What follows belongs to an exercise in optimizing a design on an open flow for small area and a short achievable clock period; a production flow would make more cautious choices.
RTL that was checked went through simulation tests only; none was proved equivalent to the original.
Power and IR drop assume default switching activity.

==> module bcr_ctl, before the edit <==
module bcr_ctl (input wire [63:0] c, input wire [7:0] o, input wire v, input wire rst,
                input wire stall, output wire inc, output wire nupd_b, output wire [7:0] nupd_a);
	wire [27:0] bad;
	wire [7:0]  grp_ok;
	genvar i, j;
	generate
		for (i = 0; i < 8; i = i + 1) begin : bi
			for (j = i + 1; j < 8; j = j + 1) begin : bj
				localparam integer N = i*7 - (i*(i-1))/2 + (j - i - 1);
				bcr_nor3 u_bad (.a(~c[8*i+j]), .b(o[i]), .c(o[j]), .y(bad[N]));
			end
		end
		for (i = 0; i < 7; i = i + 1) begin : gr
			bcr_nor4 u_g (.a(bad[4*i]), .b(bad[4*i+1]), .c(bad[4*i+2]), .d(bad[4*i+3]), .y(grp_ok[i]));
		end
	endgenerate
	assign grp_ok[7] = 1'b1;
	wire na, nb;        
	bcr_nand4 u_na (.a(grp_ok[0]), .b(grp_ok[1]), .c(grp_ok[2]), .d(grp_ok[3]), .y(na));
	bcr_nand4 u_nb (.a(grp_ok[4]), .b(grp_ok[5]), .c(grp_ok[6]), .d(grp_ok[7]), .y(nb));
	assign inc = v & ~(na | nb);
	wire nx = ~rst & ~stall & v;
	wire ny = ~(~stall & v);
	bcr_o21ai u_b (.a(na), .b(nb), .c(nx), .y(nupd_b));
	for (i = 0; i < 8; i = i + 1) begin : ua
		bcr_o31ai u_a (.a(ny), .b(na), .c(nb), .d(~rst & o[i]), .y(nupd_a[i]));
	end
endmodule
Settings: LEC_CHECK=0, ABC_CLOCK_PERIOD_IN_PS=1000, CAP_MARGIN=20, CORE_MARGIN=2, CORE_UTILIZATION=40, CTS_CLUSTER_DIAMETER=100, CTS_CLUSTER_SIZE=30, SETUP_SLACK_MARGIN=1.1, SLEW_MARGIN=20, SYNTH_HIERARCHICAL=1; clock period 3.0 ns.
standard.sh (not shown) runs the stock make flow with config.mk's settings and CLKGATE_MAP_FILE= SYNTH_SCRIPT=/design/flow/synth_recipe.tcl, a recipe that flattens the netlist after the stock synthesis.
==> flow/flow/run.sh <==
#!/bin/bash
# Standard layout, except that the port buffers are plain buffers instead of
# the delay cells buffer_ports picks by default.
set -euo pipefail
export BUFFER_PORTS_ARGS="-buffer_cell sky130_fd_sc_hd__buf_1"
bash standard.sh > standard.log 2>&1
Rerun with:
--- a/flow/design.v
+++ b/flow/design.v
@@ -145,17 +145,20 @@
 			bcr_nor4 u_g (.a(bad[4*i]), .b(bad[4*i+1]), .c(bad[4*i+2]), .d(bad[4*i+3]), .y(grp_ok[i]));
 		end
 	endgenerate
 	assign grp_ok[7] = 1'b1;
-	wire na, nb;        
-	bcr_nand4 u_na (.a(grp_ok[0]), .b(grp_ok[1]), .c(grp_ok[2]), .d(grp_ok[3]), .y(na));
-	bcr_nand4 u_nb (.a(grp_ok[4]), .b(grp_ok[5]), .c(grp_ok[6]), .d(grp_ok[7]), .y(nb));
-	assign inc = v & ~(na | nb);
+	wire [2:0] na, nb;
+	genvar r;
+	for (r = 0; r < 3; r = r + 1) begin : cp
+		bcr_nand4 u_na (.a(grp_ok[0]), .b(grp_ok[1]), .c(grp_ok[2]), .d(grp_ok[3]), .y(na[r]));
+		bcr_nand4 u_nb (.a(grp_ok[4]), .b(grp_ok[5]), .c(grp_ok[6]), .d(grp_ok[7]), .y(nb[r]));
+	end
+	assign inc = v & ~(na[2] | nb[2]);
 	wire nx = ~rst & ~stall & v;
 	wire ny = ~(~stall & v);
-	bcr_o21ai u_b (.a(na), .b(nb), .c(nx), .y(nupd_b));
+	bcr_o21ai u_b (.a(na[2]), .b(nb[2]), .c(nx), .y(nupd_b));
 	for (i = 0; i < 8; i = i + 1) begin : ua
-		bcr_o31ai u_a (.a(ny), .b(na), .c(nb), .d(~rst & o[i]), .y(nupd_a[i]));
+		bcr_o31ai u_a (.a(ny), .b(na[i/4]), .c(nb[i/4]), .d(~rst & o[i]), .y(nupd_a[i]));
 	end
 endmodule
 module bcr_nor3 (input wire a, input wire b, input wire c, output wire y);
 	assign y = ~(a | b | c);
The new run went through all stages and came out clean.
Utilization fell by 0.14 points.
Wire length fell slightly.
Cell count is about the same.
Combinational power rose by a few percent.
Count of clock-buffer cells in the layout fell by 7.
Global-route usage barely changes.
Via count stays flat.
Total power fell slightly.
Setup slack is worse by 0.027 ns.
First-iteration DRC count rose by a few percent.
Non-clock buffer count rose by 1.
Sequential share of layout area stays flat.
The RTL of the second run of this note was laid out without a check of its function.

Another version of the RTL of bcr (not shown whole).
Size in the first run: ~820 flip-flops.
==> module bcr, before the edit <==
module bcr # (parameter FIFO_WIDTH = 384, parameter ADDR_W = 15, parameter EDGE_W = 48, parameter Bank_Num_W = 3)
(
	input wire 						clk,
	input wire						rst,
	input wire						input_valid,
	input wire	[FIFO_WIDTH-1:0]	input_data,
	input wire						stall,
	output reg 	[EDGE_W-1:0]		output_data0,
	output reg 	[EDGE_W-1:0]		output_data1,
	output reg 	[EDGE_W-1:0]		output_data2,
	output reg 	[EDGE_W-1:0]		output_data3,
	output reg 	[EDGE_W-1:0]		output_data4,
	output reg 	[EDGE_W-1:0]		output_data5,
	output reg 	[EDGE_W-1:0]		output_data6,
	output reg 	[EDGE_W-1:0]		output_data7,
	output reg						output_valid0,
	output reg						output_valid1,
	output reg						output_valid2,
	output reg						output_valid3,
	output reg						output_valid4,
	output reg						output_valid5,
	output reg						output_valid6,
	output reg						output_valid7,
	output reg						inc
);
localparam W8 = EDGE_W*8;
reg [W8-1:0] data_in_q;
reg          stall_q;
reg          rst_q;
always @(posedge clk) begin
	data_in_q <= input_data;
	stall_q   <= stall;
	rst_q     <= rst;
end
wire [W8-1:0] out_q = {output_data7, output_data6, output_data5, output_data4,
                       output_data3, output_data2, output_data1, output_data0};
wire [W8-1:0] w_held = stall_q ? out_q : data_in_q;
wire [W8-1:0] out_d  = (rst | rst_q) ? {W8{1'b0}} : w_held;
always @(posedge clk) begin
	{output_data7, output_data6, output_data5, output_data4,
	 output_data3, output_data2, output_data1, output_data0} <= out_d;
end
function conf_in;
	input integer i;
	input integer j;
	begin
		conf_in = (input_data[EDGE_W*i +: Bank_Num_W] == input_data[EDGE_W*j +: Bank_Num_W]) ||
		          (input_data[EDGE_W*i+ADDR_W +: Bank_Num_W] == input_data[EDGE_W*j+ADDR_W +: Bank_Num_W]);
	end
endfunction
reg        v_q;
reg [7:0]  o_q;
reg [63:0] c_q;          
integer a, b;
wire [63:0] c_in;
wire [63:0] c_d;
genvar k, j;
generate
	for (k = 0; k < 8; k = k + 1) begin : cin_k
		for (j = 0; j < 8; j = j + 1) begin : cin_j
			if (k < j) begin : p
				assign c_in[8*k+j] = conf_in(k, j);
				bcr_mux2 u_m (.s(stall), .a0(c_in[8*k+j]), .a1(c_q[8*k+j]), .y(c_d[8*k+j]));
				always @(posedge clk) c_q[8*k+j] <= c_d[8*k+j];
			end
		end
	end
endgenerate
wire [7:0] g, ng;
wire [7:0] e, ne;                  
wire [63:0] nc_q = ~c_q;
wire [7:0] no_q = ~o_q;
assign g[0]  = no_q[0];
assign ng[0] = o_q[0];
bcr_a21oi u_g1  (.a(g[0]),  .b(c_q[8*0+1]),  .c(o_q[1]),  .y(g[1]));
bcr_o21ai u_ng1 (.a(ng[0]), .b(nc_q[8*0+1]), .c(no_q[1]), .y(ng[1]));
bcr_a21oi u_ne2 (.a(g[0]),  .b(c_q[8*0+2]),  .c(o_q[2]),  .y(ne[2]));
bcr_o21ai u_e2  (.a(ng[0]), .b(nc_q[8*0+2]), .c(no_q[2]), .y(e[2]));
generate
	for (k = 3; k < 8; k = k + 1) begin : lane
		wire [k-3:0] gt, ct;
		for (j = 0; j <= k-3; j = j + 1) begin : t
			assign gt[j] = g[j];
			assign ct[j] = c_q[8*j+k];
		end
		wire f, nf;
		bcr_orterms  #(.N(k-2)) u_f  (.o(o_q[k]), .g(gt), .c(ct), .y(f));
		bcr_norterms #(.N(k-2)) u_nf (.o(o_q[k]), .g(gt), .c(ct), .y(nf));
		bcr_a21oi u_ne (.a(g[k-2]),  .b(c_q[8*(k-2)+k]),  .c(f),  .y(ne[k]));
		bcr_o21ai u_e  (.a(ng[k-2]), .b(nc_q[8*(k-2)+k]), .c(nf), .y(e[k]));
	end
	for (k = 2; k < 8; k = k + 1) begin : fin
		bcr_a21oi u_g  (.a(g[k-1]),  .b(c_q[8*(k-1)+k]),  .c(e[k]),  .y(g[k]));
		bcr_o21ai u_ng (.a(ng[k-1]), .b(nc_q[8*(k-1)+k]), .c(ne[k]), .y(ng[k]));
	end
endgenerate
reg all_done;
always @(*) begin
	all_done = 1'b1;
	for (a = 0; a < 8; a = a + 1)
		for (b = 0; b < 8; b = b + 1)
			if (a < b) all_done = all_done & (~c_q[8*a+b] | o_q[a] | o_q[b]);
end
wire       inc_wire = v_q & all_done;
wire [7:0] valid    = {8{v_q}} & g;
wire       upd_b = ~rst & ~stall & ~inc_wire & v_q;
wire [7:0] upd_a = {8{~rst}} & o_q & {8{stall | ~inc_wire}};
wire [7:0] o_d;
wire       ov_p  = ~rst & ~stall & v_q;
wire [7:0] ov_d;
generate
	for (k = 0; k < 8; k = k + 1) begin : upd
		bcr_o21ai u_o  (.a(ng[k]), .b(~upd_b), .c(~upd_a[k]), .y(o_d[k]));
		bcr_nor2  u_ov (.a(ng[k]), .b(~ov_p), .y(ov_d[k]));
	end
endgenerate
always @(posedge clk) begin
	o_q <= o_d;
	{output_valid7, output_valid6, output_valid5, output_valid4,
	 output_valid3, output_valid2, output_valid1, output_valid0} <= ov_d;
	if (rst)
		v_q <= 1'b0;
	else if (!stall)
		v_q <= input_valid;
	if (!rst)
		inc <= stall ? 1'b0 : inc_wire;
end
endmodule
==> module bcr_mux2, before the edit <==
module bcr_mux2 (input wire s, input wire a0, input wire a1, output wire y);
	assign y = s ? a1 : a0;
endmodule
clock: 3.0 ns
lec_check: 0
abc_clock_period_in_ps: 1000
cap_margin: 20
core_margin: 2
core_utilization: 40
setup_slack_margin: 1.2
slew_margin: 20
synth_hierarchical: 1
Scripts as last shown in full above: flow/flow/run.sh
Change:
--- a/flow/design.v
+++ b/flow/design.v
@@ -49,36 +49,30 @@
 	end
 endfunction
 reg        v_q;
 reg [7:0]  o_q;
 reg [63:0] c_q;          
 integer a, b;
-wire [63:0] c_in;
-wire [63:0] c_d;
-genvar k, j;
-generate
-	for (k = 0; k < 8; k = k + 1) begin : cin_k
-		for (j = 0; j < 8; j = j + 1) begin : cin_j
-			if (k < j) begin : p
-				assign c_in[8*k+j] = conf_in(k, j);
-				bcr_mux2 u_m (.s(stall), .a0(c_in[8*k+j]), .a1(c_q[8*k+j]), .y(c_d[8*k+j]));
-				always @(posedge clk) c_q[8*k+j] <= c_d[8*k+j];
-			end
-		end
+always @(posedge clk) begin
+	if (!stall) begin
+		for (a = 0; a < 8; a = a + 1)
+			for (b = 0; b < 8; b = b + 1)
+				if (a < b) c_q[8*a+b] <= conf_in(a, b);
 	end
-endgenerate
+end
 wire [7:0] g, ng;
 wire [7:0] e, ne;                  
 wire [63:0] nc_q = ~c_q;
 wire [7:0] no_q = ~o_q;
 assign g[0]  = no_q[0];
 assign ng[0] = o_q[0];
 bcr_a21oi u_g1  (.a(g[0]),  .b(c_q[8*0+1]),  .c(o_q[1]),  .y(g[1]));
 bcr_o21ai u_ng1 (.a(ng[0]), .b(nc_q[8*0+1]), .c(no_q[1]), .y(ng[1]));
 bcr_a21oi u_ne2 (.a(g[0]),  .b(c_q[8*0+2]),  .c(o_q[2]),  .y(ne[2]));
 bcr_o21ai u_e2  (.a(ng[0]), .b(nc_q[8*0+2]), .c(no_q[2]), .y(e[2]));
+genvar k, j;
 generate
 	for (k = 3; k < 8; k = k + 1) begin : lane
 		wire [k-3:0] gt, ct;
 		for (j = 0; j <= k-3; j = j + 1) begin : t
 			assign gt[j] = g[j];
 			assign ct[j] = c_q[8*j+k];
@@ -138,9 +132,6 @@
 module bcr_orterms #(parameter N = 1) (input wire o, input wire [N-1:0] g, input wire [N-1:0] c, output wire y);
 	assign y = o | (|(g & c));
 endmodule
 module bcr_norterms #(parameter N = 1) (input wire o, input wire [N-1:0] g, input wire [N-1:0] c, output wire y);
 	assign y = ~(o | (|(g & c)));
 endmodule
-module bcr_mux2 (input wire s, input wire a0, input wire a1, output wire y);
-	assign y = s ? a1 : a0;
-endmodule
Total power came out lower by about 0.7%. Worst setup slack improves by 92 ps. Synthesized area fell by about 0.6%. Core utilization went down by 0.65 points. Clock power stays flat. Clock-buffer cell count came out lower by 3. Global-route usage decreases by 0.83 points. Wire length decreases by about 5%.
Only the layout flow was run in the first run of this note; the RTL was not checked for function there.

==> separate check: timing with driven ports <==
The results above use ideal ports. As a check the final layouts listed here were re-extracted and re-timed, cells and wires unchanged. Step 1 assumes that a clkbuf_16 drives the clock port and a buf_2 every other input. Step 2 also shifts input and output timing later by t, the mid clock arrival at the registers, as if the neighbouring blocks saw the same clock. a / b / c = no drivers / after step 1 / after step 2; a / b = the first two.
run | t (ns) | slack for setup (ns) | cell pins on the clock port's net
the first run of note 1 | 0.634 | 1.155 / 1.110 / 0.834 | 1
the second run of note 1 | 0.635 | 1.128 / 1.086 / 0.638 | 1
the first run of note 2 | 0.672 | 1.060 / 1.060 / 0.823 | 1
the second run of note 2 | 0.667 | 1.152 / 1.152 / 0.922 | 1
After both steps setup and hold are still met in every run listed. The setup slack of the second run of note 1, which loses most, moves by -0.042 ns with the drivers and by -0.490 ns with both steps.
